Background: an optimization exercise with open tools, aiming at small area. Do not read the settings as production practice.
Function was checked by simulation only, so behaviour that the tests miss may differ from the original.
Power is estimated from default activity; no workload was simulated.

==> inputs of run a <==
// firp
module firp(
  input clock,
  input reset,
  output done,
  input start,
  input wire [15:0] input_sample,
  output [15:0] output_sample2);
clock: 20.0 ns
lec_check: 0
cap_margin: 20
core_margin: 2
core_utilization: 65
cts_buf_list: sky130_fd_sc_hd__clkbuf_16
cts_cluster_diameter: 150
cts_cluster_size: 32
slew_margin: 20
synth_hierarchical: 1
synth_minimum_keep_size: 0
run.sh (not shown) runs the stock make flow with config.mk's settings and CLKGATE_MAP_FILE= SYNTH_SCRIPT=/design/flow/synth_recipe.tcl, a recipe that flattens the netlist after the stock synthesis.
==> inputs of run b, as changes to run a <==
==> flow/flow/run.sh (new file) <==
#!/bin/bash
# The standard layout (bash standard.sh) with two changes:
#  - ports get the smallest buffer (buf_1) instead of the delay buffer that
#    buffer_ports picks by default; every port is still buffered;
#  - clock tree: clkbuf_8 buffers, sink clusters of at most 20 flip-flops,
#    and no dummy loads.
# make's full output goes to flow_make.log here; each ORFS step also keeps its
# own log under orfs/logs/.
set -euo pipefail
export BUFFER_PORTS_ARGS="-buffer_cell sky130_fd_sc_hd__buf_1"
export CTS_ARGS="-sink_clustering_enable -repair_clock_nets -sink_clustering_size 20 -sink_clustering_max_diameter 100 -buf_list sky130_fd_sc_hd__clkbuf_8 -dont_use_dummy_load"
bash standard.sh > flow_make.log 2>&1
==> flow/standard.sh (new file) <==
#!/bin/bash
# synth_recipe.tcl (not shown) runs the flow's synth.tcl, then flattens the netlist and writes it again
# the make line also repeats each setting of config.mk as NAME=value (left out here)
make -C /OpenROAD-flow-scripts/flow DESIGN_CONFIG=/design/flow/config.mk WORK_HOME=/design/flow/orfs CLKGATE_MAP_FILE= SYNTH_SCRIPT=/design/flow/synth_recipe.tcl "${@:-finish}"
--- a/flow/config.mk
+++ b/flow/config.mk
@@ -8,8 +8,5 @@
 export CAP_MARGIN = 20
 export CORE_MARGIN = 2
-export CORE_UTILIZATION = 65
-export CTS_BUF_LIST = sky130_fd_sc_hd__clkbuf_16
-export CTS_CLUSTER_DIAMETER = 150
-export CTS_CLUSTER_SIZE = 32
+export CORE_UTILIZATION = 85
 export SLEW_MARGIN = 20
 export SYNTH_HIERARCHICAL = 1
removed: flow/run.sh
==> inputs of run c, as changes to run a <==
==> flow/flow/run.sh (new file) <==
#!/bin/bash
# The standard layout (bash standard.sh) with two changes:
#  - ports get the smallest buffer (buf_1) instead of the delay buffer that
#    buffer_ports picks by default; every port is still buffered;
#  - clock tree: clkbuf_8 buffers, sink clusters of at most 17 flip-flops,
#    and no dummy loads.
# make's full output goes to flow_make.log here; each ORFS step also keeps its
# own log under orfs/logs/.
set -euo pipefail
export BUFFER_PORTS_ARGS="-buffer_cell sky130_fd_sc_hd__buf_1"
export CTS_ARGS="-sink_clustering_enable -repair_clock_nets -sink_clustering_size 17 -sink_clustering_max_diameter 100 -buf_list sky130_fd_sc_hd__clkbuf_8 -dont_use_dummy_load"
bash standard.sh > flow_make.log 2>&1
==> flow/standard.sh (new file) <==
#!/bin/bash
# synth_recipe.tcl (not shown) runs the flow's synth.tcl, then flattens the netlist and writes it again
# the make line also repeats each setting of config.mk as NAME=value (left out here)
make -C /OpenROAD-flow-scripts/flow DESIGN_CONFIG=/design/flow/config.mk WORK_HOME=/design/flow/orfs CLKGATE_MAP_FILE= SYNTH_SCRIPT=/design/flow/synth_recipe.tcl "${@:-finish}"
--- a/flow/config.mk
+++ b/flow/config.mk
@@ -9,7 +9,4 @@
 export CORE_MARGIN = 2
 export CORE_UTILIZATION = 65
-export CTS_BUF_LIST = sky130_fd_sc_hd__clkbuf_16
-export CTS_CLUSTER_DIAMETER = 150
-export CTS_CLUSTER_SIZE = 32
 export SLEW_MARGIN = 20
 export SYNTH_HIERARCHICAL = 1
removed: flow/run.sh
==> comparison table <==
metric	run a	run b	run c
Number of cells on the worst hold path	0	-	0
Result of the run	finished clean	stopped before the end	finished clean
Failing step	-	3_5_place_dp	-
Total clock sinks	338	-	338
Heaviest power group	sequential cells	-	sequential cells
Part of the cycle the worst path needs	67.2%	-	65.2%
Most common cell after layout, fill and taps aside	dfxtp_1	-	dfxtp_1
Layout Area Growth over Synthesis	9.02%	-	5.66%
Biggest cell category by area in the final layout	sequential cells	-	sequential cells
Required arrival time at the worst endpoint	16.00 ns	-	16.00 ns
Worst slew pin tran	1.02 ns	-	0.980 ns
Maximum count of clock buffers along a single path	3	-	3
Number of diodes added for antenna fixing	0	-	0
Critical path's slowest cell	a31oi_4	-	a31oi_4
Share of total power consumed by net switching	29.1%	-	31.8%
Fin worst setup slack	6.57 ns	-	6.96 ns
Root buffer cell	clkbuf_16	-	clkbuf_8
Worst slack on hold paths	0.324 ns	-	0.318 ns
Reported net switching power	0.531 mW	-	0.515 mW
Post-place instance area	9610 um2	-	9390 um2
Critical path class	reg -> out	-	reg -> out
Number of logic stages on the critical path including buffering	27	-	27
Standby leakage power	4.23 nW	-	4.09 nW
Final std cell area, no fill	10000 um2	-	9720 um2
Worst Clk Skew	0.0148 ns	-	0.0250 ns
CORE AREA	13800 um2	-	13800 um2
Final Power	1.82 mW	-	1.62 mW
Combinational group share of total power	40.1%	-	35.5%


==> 12-15: inputs <==
==> flow/design.v <==
`timescale 1ns / 1ps
module firp(
  input clock,
  input reset,
  output done,
  input start,
  input wire [15:0] input_sample,
  output [15:0] output_sample2);
reg  [3:0]  ph;
reg         pend;      
reg         act;       
reg         last;      
reg         fresh;     
reg  [15:0] C;         
reg  [15:0] W [0:17];  
reg  [8:0]  cy;        
reg  [16:0] acc;       
wire win   = act | (pend & (ph == 4'd0));
wire ready = ~pend & ~act;
wire take  = start & ready;
wire is15  = (ph == 4'd15);
wire en = win & ~fresh;
wire z  = win & fresh & is15;
wire [17:0] t;
wire        c0 = win & C[ph];
genvar k;
generate
  for (k = 0; k < 18; k = k + 1) begin : g_tap
    assign t[k] = (W[k][0] & en) | z;
  end
endgenerate
wire [8:0] pa = {t[7:0], c0};
wire [8:0] pb = {t[9], t[10], t[11], t[12], t[13], t[14], t[15], t[16], t[17]};
wire [8:0] ps, pc;
genvar p;
generate
  for (p = 0; p < 9; p = p + 1) begin : g_pre
    fa3 u_pre (.a(pa[p]), .b(pb[p]), .c(cy[p]), .s(ps[p]), .co(pc[p]));
  end
endgenerate
wire       mid = t[8];
wire s4, c4;
fa3 u_4 (.a(acc[0]), .b(~ps[2]), .c(ps[4]), .s(s4), .co(c4));
wire s7, c7;
ha2 u_7 (.a(~ps[5]), .b(s4), .s(s7), .co(c7));
wire s14, c14;
fa3 u_14 (.a(acc[1]), .b(ps[0]), .c(~ps[1]), .s(s14), .co(c14));
wire s17, c17;
fa3 u_17 (.a(ps[6]), .b(ps[8]), .c(c4), .s(s17), .co(c17));
wire s20, c20;
fa3 u_20 (.a(s14), .b(c7), .c(s17), .s(s20), .co(c20));
wire s29, c29;
fa3 u_29 (.a(acc[2]), .b(ps[2]), .c(ps[4]), .s(s29), .co(c29));
wire s32, c32;
fa3 u_32 (.a(ps[5]), .b(~ps[7]), .c(~mid), .s(s32), .co(c32));
wire s35, c35;
fa3 u_35 (.a(c14), .b(s29), .c(s32), .s(s35), .co(c35));
wire s38, c38;
fa3 u_38 (.a(c17), .b(s35), .c(c20), .s(s38), .co(c38));
wire s45, c45;
fa3 u_45 (.a(acc[3]), .b(ps[0]), .c(~ps[3]), .s(s45), .co(c45));
wire s48, c48;
fa3 u_48 (.a(~ps[8]), .b(c29), .c(c32), .s(s48), .co(c48));
wire s51, c51;
fa3 u_51 (.a(s45), .b(c35), .c(s48), .s(s51), .co(c51));
wire s54, c54;
ha2 u_54 (.a(s51), .b(c38), .s(s54), .co(c54));
wire s62, c62;
fa3 u_62 (.a(acc[4]), .b(ps[0]), .c(ps[1]), .s(s62), .co(c62));
wire s65, c65;
fa3 u_65 (.a(ps[7]), .b(~ps[8]), .c(mid), .s(s65), .co(c65));
wire s68, c68;
fa3 u_68 (.a(c45), .b(s62), .c(s65), .s(s68), .co(c68));
wire s71, c71;
fa3 u_71 (.a(c48), .b(s68), .c(c51), .s(s71), .co(c71));
wire s74, c74;
ha2 u_74 (.a(s71), .b(c54), .s(s74), .co(c74));
wire s78, c78;
fa3 u_78 (.a(acc[5]), .b(~ps[6]), .c(c62), .s(s78), .co(c78));
wire s81, c81;
fa3 u_81 (.a(c65), .b(c68), .c(s78), .s(s81), .co(c81));
wire s84, c84;
fa3 u_84 (.a(s81), .b(c71), .c(c74), .s(s84), .co(c84));
wire s93, c93;
fa3 u_93 (.a(acc[6]), .b(~ps[2]), .c(ps[5]), .s(s93), .co(c93));
wire s96, c96;
fa3 u_96 (.a(~ps[6]), .b(ps[7]), .c(~mid), .s(s96), .co(c96));
wire s99, c99;
fa3 u_99 (.a(s93), .b(s96), .c(c78), .s(s99), .co(c99));
wire s102, c102;
fa3 u_102 (.a(c81), .b(s99), .c(c84), .s(s102), .co(c102));
wire s107, c107;
fa3 u_107 (.a(acc[7]), .b(~ps[3]), .c(c93), .s(s107), .co(c107));
wire s110, c110;
fa3 u_110 (.a(c96), .b(s107), .c(c99), .s(s110), .co(c110));
wire s113, c113;
ha2 u_113 (.a(s110), .b(c102), .s(s113), .co(c113));
wire s120, c120;
fa3 u_120 (.a(acc[8]), .b(ps[1]), .c(~ps[4]), .s(s120), .co(c120));
wire s123, c123;
fa3 u_123 (.a(ps[8]), .b(mid), .c(s120), .s(s123), .co(c123));
wire s126, c126;
fa3 u_126 (.a(c107), .b(s123), .c(c110), .s(s126), .co(c126));
wire s129, c129;
ha2 u_129 (.a(s126), .b(c113), .s(s129), .co(c129));
wire s134, c134;
fa3 u_134 (.a(acc[9]), .b(ps[3]), .c(~ps[7]), .s(s134), .co(c134));
wire s137, c137;
fa3 u_137 (.a(c120), .b(s134), .c(c123), .s(s137), .co(c137));
wire s140, c140;
fa3 u_140 (.a(s137), .b(c126), .c(c129), .s(s140), .co(c140));
wire s147, c147;
fa3 u_147 (.a(acc[10]), .b(ps[2]), .c(ps[4]), .s(s147), .co(c147));
wire s150, c150;
fa3 u_150 (.a(~mid), .b(c134), .c(s147), .s(s150), .co(c150));
wire s153, c153;
fa3 u_153 (.a(s150), .b(c137), .c(c140), .s(s153), .co(c153));
wire s159, c159;
fa3 u_159 (.a(acc[11]), .b(~ps[3]), .c(ps[8]), .s(s159), .co(c159));
wire s162, c162;
fa3 u_162 (.a(c147), .b(s159), .c(c150), .s(s162), .co(c162));
wire s165, c165;
ha2 u_165 (.a(s162), .b(c153), .s(s165), .co(c165));
wire s172, c172;
fa3 u_172 (.a(acc[12]), .b(ps[3]), .c(ps[4]), .s(s172), .co(c172));
wire s175, c175;
fa3 u_175 (.a(ps[6]), .b(mid), .c(c159), .s(s175), .co(c175));
wire s178, c178;
fa3 u_178 (.a(s172), .b(s175), .c(c162), .s(s178), .co(c178));
wire s181, c181;
ha2 u_181 (.a(s178), .b(c165), .s(s181), .co(c181));
wire s186, c186;
fa3 u_186 (.a(acc[13]), .b(ps[5]), .c(~ps[6]), .s(s186), .co(c186));
wire s189, c189;
fa3 u_189 (.a(c172), .b(s186), .c(c175), .s(s189), .co(c189));
wire s192, c192;
fa3 u_192 (.a(s189), .b(c178), .c(c181), .s(s192), .co(c192));
wire s200, c200;
fa3 u_200 (.a(acc[14]), .b(~ps[6]), .c(ps[7]), .s(s200), .co(c200));
wire s203, c203;
fa3 u_203 (.a(ps[8]), .b(mid), .c(c186), .s(s203), .co(c203));
wire s206, c206;
fa3 u_206 (.a(s200), .b(s203), .c(c189), .s(s206), .co(c206));
wire s209, c209;
ha2 u_209 (.a(s206), .b(c192), .s(s209), .co(c209));
wire s213, c213;
fa3 u_213 (.a(acc[15]), .b(ps[6]), .c(c200), .s(s213), .co(c213));
wire s216, c216;
fa3 u_216 (.a(c203), .b(s213), .c(c206), .s(s216), .co(c216));
wire s219, c219;
ha2 u_219 (.a(s216), .b(c209), .s(s219), .co(c219));
wire s222, c222;
fa3 u_222 (.a(acc[16]), .b(c213), .c(c216), .s(s222), .co(c222));
wire s225, c225;
ha2 u_225 (.a(s222), .b(c219), .s(s225), .co(c225));
wire s227 = c222 ^ c225;
wire [17:0] s = {s227, s225, s219, s209, s192, s181, s165, s153, s140, s129, s113, s102, s84, s74, s54, s38, s20, s7};
assign output_sample2 = s[16:1];
assign done = last;
integer i;
always @(posedge clock) begin
  for (i = 0; i < 18; i = i + 1)
    W[i] <= {win ? (i == 0 ? c0 : t[i-1]) : W[i][0], W[i][15:1]};
  cy  <= pc;
  acc <= win ? s[17:1] : 17'd28812;
  if (take) C <= {~input_sample[15], input_sample[14:0]};
end
always @(posedge clock or posedge reset) begin
  if (reset) begin
    ph    <= 4'd0;
    pend  <= 1'b0;
    act   <= 1'b0;
    last  <= 1'b0;
    fresh <= 1'b1;
  end else begin
    ph    <= ph + 4'd1;
    pend  <= take | (pend & (ph != 4'd0));
    act   <= win & ~is15;
    last  <= win & is15;
    if (win & is15) fresh <= 1'b0;
  end
end
endmodule
`timescale 1ns / 1ps
module fa3(input a, input b, input c, output s, output co);
    assign s  = a ^ b ^ c;
    assign co = (a & b) | (a & c) | (b & c);
endmodule
module ha2(input a, input b, output s, output co);
    assign s  = a ^ b;
    assign co = a & b;
endmodule
==> flow/flow/run.sh <==
#!/bin/bash
# The standard layout (bash standard.sh) with two changes:
#  - ports get the smallest buffer (buf_1) instead of the delay buffer that
#    buffer_ports picks by default; every port is still buffered;
#  - clock tree: clkbuf_8 buffers, sink clusters of at most 18 flip-flops,
#    and no dummy loads.
# make's full output goes to flow_make.log here; each ORFS step also keeps its
# own log under orfs/logs/.
set -euo pipefail
export BUFFER_PORTS_ARGS="-buffer_cell sky130_fd_sc_hd__buf_1"
export CTS_ARGS="-sink_clustering_enable -repair_clock_nets -sink_clustering_size 18 -sink_clustering_max_diameter 100 -buf_list sky130_fd_sc_hd__clkbuf_8 -dont_use_dummy_load"
bash standard.sh > flow_make.log 2>&1
==> flow/standard.sh <==
#!/bin/bash
# synth_recipe.tcl (not shown) runs the flow's synth.tcl, then flattens the netlist and writes it again
# the make line also repeats each setting of config.mk as NAME=value (left out here)
make -C /OpenROAD-flow-scripts/flow DESIGN_CONFIG=/design/flow/config.mk WORK_HOME=/design/flow/orfs CLKGATE_MAP_FILE= SYNTH_SCRIPT=/design/flow/synth_recipe.tcl "${@:-finish}"
==> flow/config.mk <==
export PLATFORM = sky130hd
export DESIGN_NAME = firp
export DESIGN_NICKNAME = firp
export VERILOG_FILES = /design/flow/design.v
export SDC_FILE = /design/flow/constraint.sdc
export NUM_CORES = 4
export LEC_CHECK = 0
export CAP_MARGIN = 20
export CORE_MARGIN = 2
export CORE_UTILIZATION = 70
export SLEW_MARGIN = 20
export SYNTH_HIERARCHICAL = 1
export SYNTH_MINIMUM_KEEP_SIZE = 0
==> flow/constraint.sdc <==
create_clock -name core_clock -period 20.0 [get_ports {clock}]
set_input_delay 4.0000 -clock core_clock [delete_from_list [all_inputs] [get_ports {clock}]]
set_output_delay 4.0000 -clock core_clock [all_outputs]
set_load 0.01 [all_outputs]
==> inputs of 03-18, as changes to 12-15 <==
==> flow/design.v (replaced) <==
`timescale 1ns / 1ps
module firp(
  input clock,
  input reset,
  output done,
  input start,
  input wire [15:0] input_sample,
  output [15:0] output_sample2);
reg  [3:0]  ph;
reg         pend;      
reg         act;       
reg         fresh;     
reg  [15:0] C;         
reg  [15:0] W [0:17];  
reg  [8:0]  cyn;       
reg  [16:0] acc;       
wire ph0   = (ph == 4'd0);
wire last  = act & ph0;                   
wire win   = (act & ~ph0) | (pend & ph0);
wire ready = ~pend & (~act | ph0);
wire take  = start & ready;
wire is15  = (ph == 4'd15);
wire en = win & ~fresh;
wire z  = win & fresh & is15;
wire [17:0] t;
wire        c0 = win & C[ph];
genvar k;
generate
  for (k = 0; k < 18; k = k + 1) begin : g_tap
    assign t[k] = (W[k][0] & en) | z;
  end
endgenerate
wire [17:0] tn  = ~t;
wire        c0n = ~c0;
wire [8:0] pa = {tn[7:0], c0n};
wire [8:0] pb = {tn[9], tn[10], tn[11], tn[12], tn[13], tn[14], tn[15], tn[16], tn[17]};
wire [8:0] psn, pcn;
genvar p;
generate
  for (p = 0; p < 9; p = p + 1) begin : g_pre
    fa3 u_pre (.a(pa[p]), .b(pb[p]), .c(cyn[p]), .s(psn[p]), .co(pcn[p]));
  end
endgenerate
wire [8:0] ps   = ~psn;
wire       midn = tn[8];
wire       mid  = ~midn;
wire s4, c4;
fa3 u_4 (.a(acc[0]), .b(psn[2]), .c(ps[4]), .s(s4), .co(c4));
wire s7, c7;
ha2 u_7 (.a(psn[5]), .b(s4), .s(s7), .co(c7));
wire s14, c14;
fa3 u_14 (.a(acc[1]), .b(ps[0]), .c(psn[1]), .s(s14), .co(c14));
wire s17, c17;
fa3 u_17 (.a(ps[6]), .b(ps[8]), .c(c4), .s(s17), .co(c17));
wire s20, c20;
fa3 u_20 (.a(s14), .b(c7), .c(s17), .s(s20), .co(c20));
wire s29, c29;
fa3 u_29 (.a(acc[2]), .b(ps[2]), .c(ps[4]), .s(s29), .co(c29));
wire s32, c32;
fa3 u_32 (.a(ps[5]), .b(psn[7]), .c(midn), .s(s32), .co(c32));
wire s35, c35;
fa3 u_35 (.a(c14), .b(s29), .c(s32), .s(s35), .co(c35));
wire s38, c38;
fa3 u_38 (.a(c17), .b(s35), .c(c20), .s(s38), .co(c38));
wire s45, c45;
fa3 u_45 (.a(acc[3]), .b(ps[0]), .c(psn[3]), .s(s45), .co(c45));
wire s48, c48;
fa3 u_48 (.a(psn[8]), .b(c29), .c(c32), .s(s48), .co(c48));
wire s51, c51;
fa3 u_51 (.a(s45), .b(c35), .c(s48), .s(s51), .co(c51));
wire s54, c54;
ha2 u_54 (.a(s51), .b(c38), .s(s54), .co(c54));
wire s62, c62;
fa3 u_62 (.a(acc[4]), .b(ps[0]), .c(ps[1]), .s(s62), .co(c62));
wire s65, c65;
fa3 u_65 (.a(ps[7]), .b(psn[8]), .c(mid), .s(s65), .co(c65));
wire s68, c68;
fa3 u_68 (.a(c45), .b(s62), .c(s65), .s(s68), .co(c68));
wire s71, c71;
fa3 u_71 (.a(c48), .b(s68), .c(c51), .s(s71), .co(c71));
wire s74, c74;
ha2 u_74 (.a(s71), .b(c54), .s(s74), .co(c74));
wire s78, c78;
fa3 u_78 (.a(acc[5]), .b(psn[6]), .c(c62), .s(s78), .co(c78));
wire s81, c81;
fa3 u_81 (.a(c65), .b(c68), .c(s78), .s(s81), .co(c81));
wire s84, c84;
fa3 u_84 (.a(s81), .b(c71), .c(c74), .s(s84), .co(c84));
wire s93, c93;
fa3 u_93 (.a(acc[6]), .b(psn[2]), .c(ps[5]), .s(s93), .co(c93));
wire s96, c96;
fa3 u_96 (.a(psn[6]), .b(ps[7]), .c(midn), .s(s96), .co(c96));
wire s99, c99;
fa3 u_99 (.a(s93), .b(s96), .c(c78), .s(s99), .co(c99));
wire s102, c102;
fa3 u_102 (.a(c81), .b(s99), .c(c84), .s(s102), .co(c102));
wire s107, c107;
fa3 u_107 (.a(acc[7]), .b(psn[3]), .c(c93), .s(s107), .co(c107));
wire s110, c110;
fa3 u_110 (.a(c96), .b(s107), .c(c99), .s(s110), .co(c110));
wire s113, c113;
ha2 u_113 (.a(s110), .b(c102), .s(s113), .co(c113));
wire s120, c120;
fa3 u_120 (.a(acc[8]), .b(ps[1]), .c(psn[4]), .s(s120), .co(c120));
wire s123, c123;
fa3 u_123 (.a(ps[8]), .b(mid), .c(s120), .s(s123), .co(c123));
wire s126, c126;
fa3 u_126 (.a(c107), .b(s123), .c(c110), .s(s126), .co(c126));
wire s129, c129;
ha2 u_129 (.a(s126), .b(c113), .s(s129), .co(c129));
wire s134, c134;
fa3 u_134 (.a(acc[9]), .b(ps[3]), .c(psn[7]), .s(s134), .co(c134));
wire s137, c137;
fa3 u_137 (.a(c120), .b(s134), .c(c123), .s(s137), .co(c137));
wire s140, c140;
fa3 u_140 (.a(s137), .b(c126), .c(c129), .s(s140), .co(c140));
wire s147, c147;
fa3 u_147 (.a(acc[10]), .b(ps[2]), .c(ps[4]), .s(s147), .co(c147));
wire s150, c150;
fa3 u_150 (.a(midn), .b(c134), .c(s147), .s(s150), .co(c150));
wire s153, c153;
fa3 u_153 (.a(s150), .b(c137), .c(c140), .s(s153), .co(c153));
wire s159, c159;
fa3 u_159 (.a(acc[11]), .b(psn[3]), .c(ps[8]), .s(s159), .co(c159));
wire s162, c162;
fa3 u_162 (.a(c147), .b(s159), .c(c150), .s(s162), .co(c162));
wire s165, c165;
ha2 u_165 (.a(s162), .b(c153), .s(s165), .co(c165));
wire s172, c172;
fa3 u_172 (.a(acc[12]), .b(ps[3]), .c(ps[4]), .s(s172), .co(c172));
wire s175, c175;
fa3 u_175 (.a(ps[6]), .b(mid), .c(c159), .s(s175), .co(c175));
wire s178, c178;
fa3 u_178 (.a(s172), .b(s175), .c(c162), .s(s178), .co(c178));
wire s181, c181;
ha2 u_181 (.a(s178), .b(c165), .s(s181), .co(c181));
wire s186, c186;
fa3 u_186 (.a(acc[13]), .b(ps[5]), .c(psn[6]), .s(s186), .co(c186));
wire s189, c189;
fa3 u_189 (.a(c172), .b(s186), .c(c175), .s(s189), .co(c189));
wire s192, c192;
fa3 u_192 (.a(s189), .b(c178), .c(c181), .s(s192), .co(c192));
wire s200, c200;
fa3 u_200 (.a(acc[14]), .b(psn[6]), .c(ps[7]), .s(s200), .co(c200));
wire s203, c203;
fa3 u_203 (.a(ps[8]), .b(mid), .c(c186), .s(s203), .co(c203));
wire s206, c206;
fa3 u_206 (.a(s200), .b(s203), .c(c189), .s(s206), .co(c206));
wire s209, c209;
ha2 u_209 (.a(s206), .b(c192), .s(s209), .co(c209));
wire s213, c213;
fa3 u_213 (.a(acc[15]), .b(ps[6]), .c(c200), .s(s213), .co(c213));
wire s216, c216;
fa3 u_216 (.a(c203), .b(s213), .c(c206), .s(s216), .co(c216));
wire s219, c219;
ha2 u_219 (.a(s216), .b(c209), .s(s219), .co(c219));
wire s222, c222;
fa3 u_222 (.a(acc[16]), .b(c213), .c(c216), .s(s222), .co(c222));
wire s225, c225;
ha2 u_225 (.a(s222), .b(c219), .s(s225), .co(c225));
wire s227 = c222 ^ c225;
wire [17:0] s = {s227, s225, s219, s209, s192, s181, s165, s153, s140, s129, s113, s102, s84, s74, s54, s38, s20, s7};
assign output_sample2 = s[16:1];
assign done = last;
integer i;
always @(posedge clock) begin
  for (i = 0; i < 18; i = i + 1)
    W[i] <= {win ? (i == 0 ? c0 : t[i-1]) : W[i][0], W[i][15:1]};
  cyn <= pcn;
  acc <= win ? s[17:1] : 17'd28812;
  if (take) C <= {~input_sample[15], input_sample[14:0]};
end
always @(posedge clock or posedge reset) begin
  if (reset) begin
    ph    <= 4'd0;
    pend  <= 1'b0;
    act   <= 1'b0;
    fresh <= 1'b1;
  end else begin
    ph    <= ph + 4'd1;
    pend  <= take | (pend & ~ph0);
    act   <= win;
    if (win & is15) fresh <= 1'b0;
  end
end
endmodule
`timescale 1ns / 1ps
module fa3(input a, input b, input c, output s, output co);
    assign s  = a ^ b ^ c;
    assign co = (a & b) | (a & c) | (b & c);
endmodule
module ha2(input a, input b, output s, output co);
    assign s  = a ^ b;
    assign co = a & b;
endmodule
==> flow/flow/run.sh (replaced) <==
#!/bin/bash
# The standard layout (bash standard.sh) with three changes:
#  - ports get the smallest buffer (buf_1) instead of the delay buffer that
#    buffer_ports picks by default; every port is still buffered;
#  - clock tree: clkbuf_8 buffers, sink clusters of at most 19 flip-flops,
#    and no dummy loads;
#  - after global routing, repair_timing -recover_power 100 downsizes gates
#    that have timing slack to spare (ORFS's RECOVER_POWER knob).
# make's full output goes to flow_make.log here; each ORFS step also keeps its
# own log under orfs/logs/.
set -euo pipefail
export BUFFER_PORTS_ARGS="-buffer_cell sky130_fd_sc_hd__buf_1"
export CTS_ARGS="-sink_clustering_enable -repair_clock_nets -sink_clustering_size 19 -sink_clustering_max_diameter 100 -buf_list sky130_fd_sc_hd__clkbuf_8 -dont_use_dummy_load"
export RECOVER_POWER=100
bash standard.sh > flow_make.log 2>&1
==> impl_results.md <==
- Outcome: no timing/DRC/antenna violations
- Buffers, non-clock: 37
- Slew Viols, Final: 0
- Grt met1 use: a little over a quarter
- P_clk: approximately 280 uW
- Yosys top cell area share: slightly below 70%
- Mapped Avg Cell Area: 17.3 um2
- First-pass GRT wire length: 19.7 mm
- DP Wirelength: a little under 8 mm
the above is filed under 12-15

==> impl_results.md <==
- Max-cap violations: 1
- Outcome: complete, but fails checks
- Slew Viols, Final: 37
- Buffers, non-clock: 38
- Grt met1 use: approximately 28%
- P_clk: between 200 and 300 uW
- DP Wirelength: 8.56 mm
- Violated Checks: capacitance limit, slew limit
the above is filed under 03-18

## what the ideal ports hide
No port has a modelled driver above. Below, the same layouts with a new extraction and two added sets of constraints. Step 1 assumes that a clkbuf_16 drives the clock port and a buf_2 every other input. Step 2, shift: input delay + t, output delay - t, t = (earliest + latest rising clock arrival at the registers) / 2. This alone moves slack from input paths to output paths. Slacks: no drivers / after step 1 / after step 2; pairs: no drivers / after step 1.
run	t, ns	setup WS [ns]	worst hold slack (ns)
run a	0.517	6.565 / 6.523 / 7.040	0.324 / 0.324 / 0.324
run c	0.544	6.958 / 6.920 / 7.464	0.318 / 0.318 / 0.318
12-15	0.551	6.806 / 6.766 / 7.317	0.315 / 0.315 / 0.315
03-18	0.544	5.479 / 5.443 / 5.987	0.319 / 0.319 / 0.319
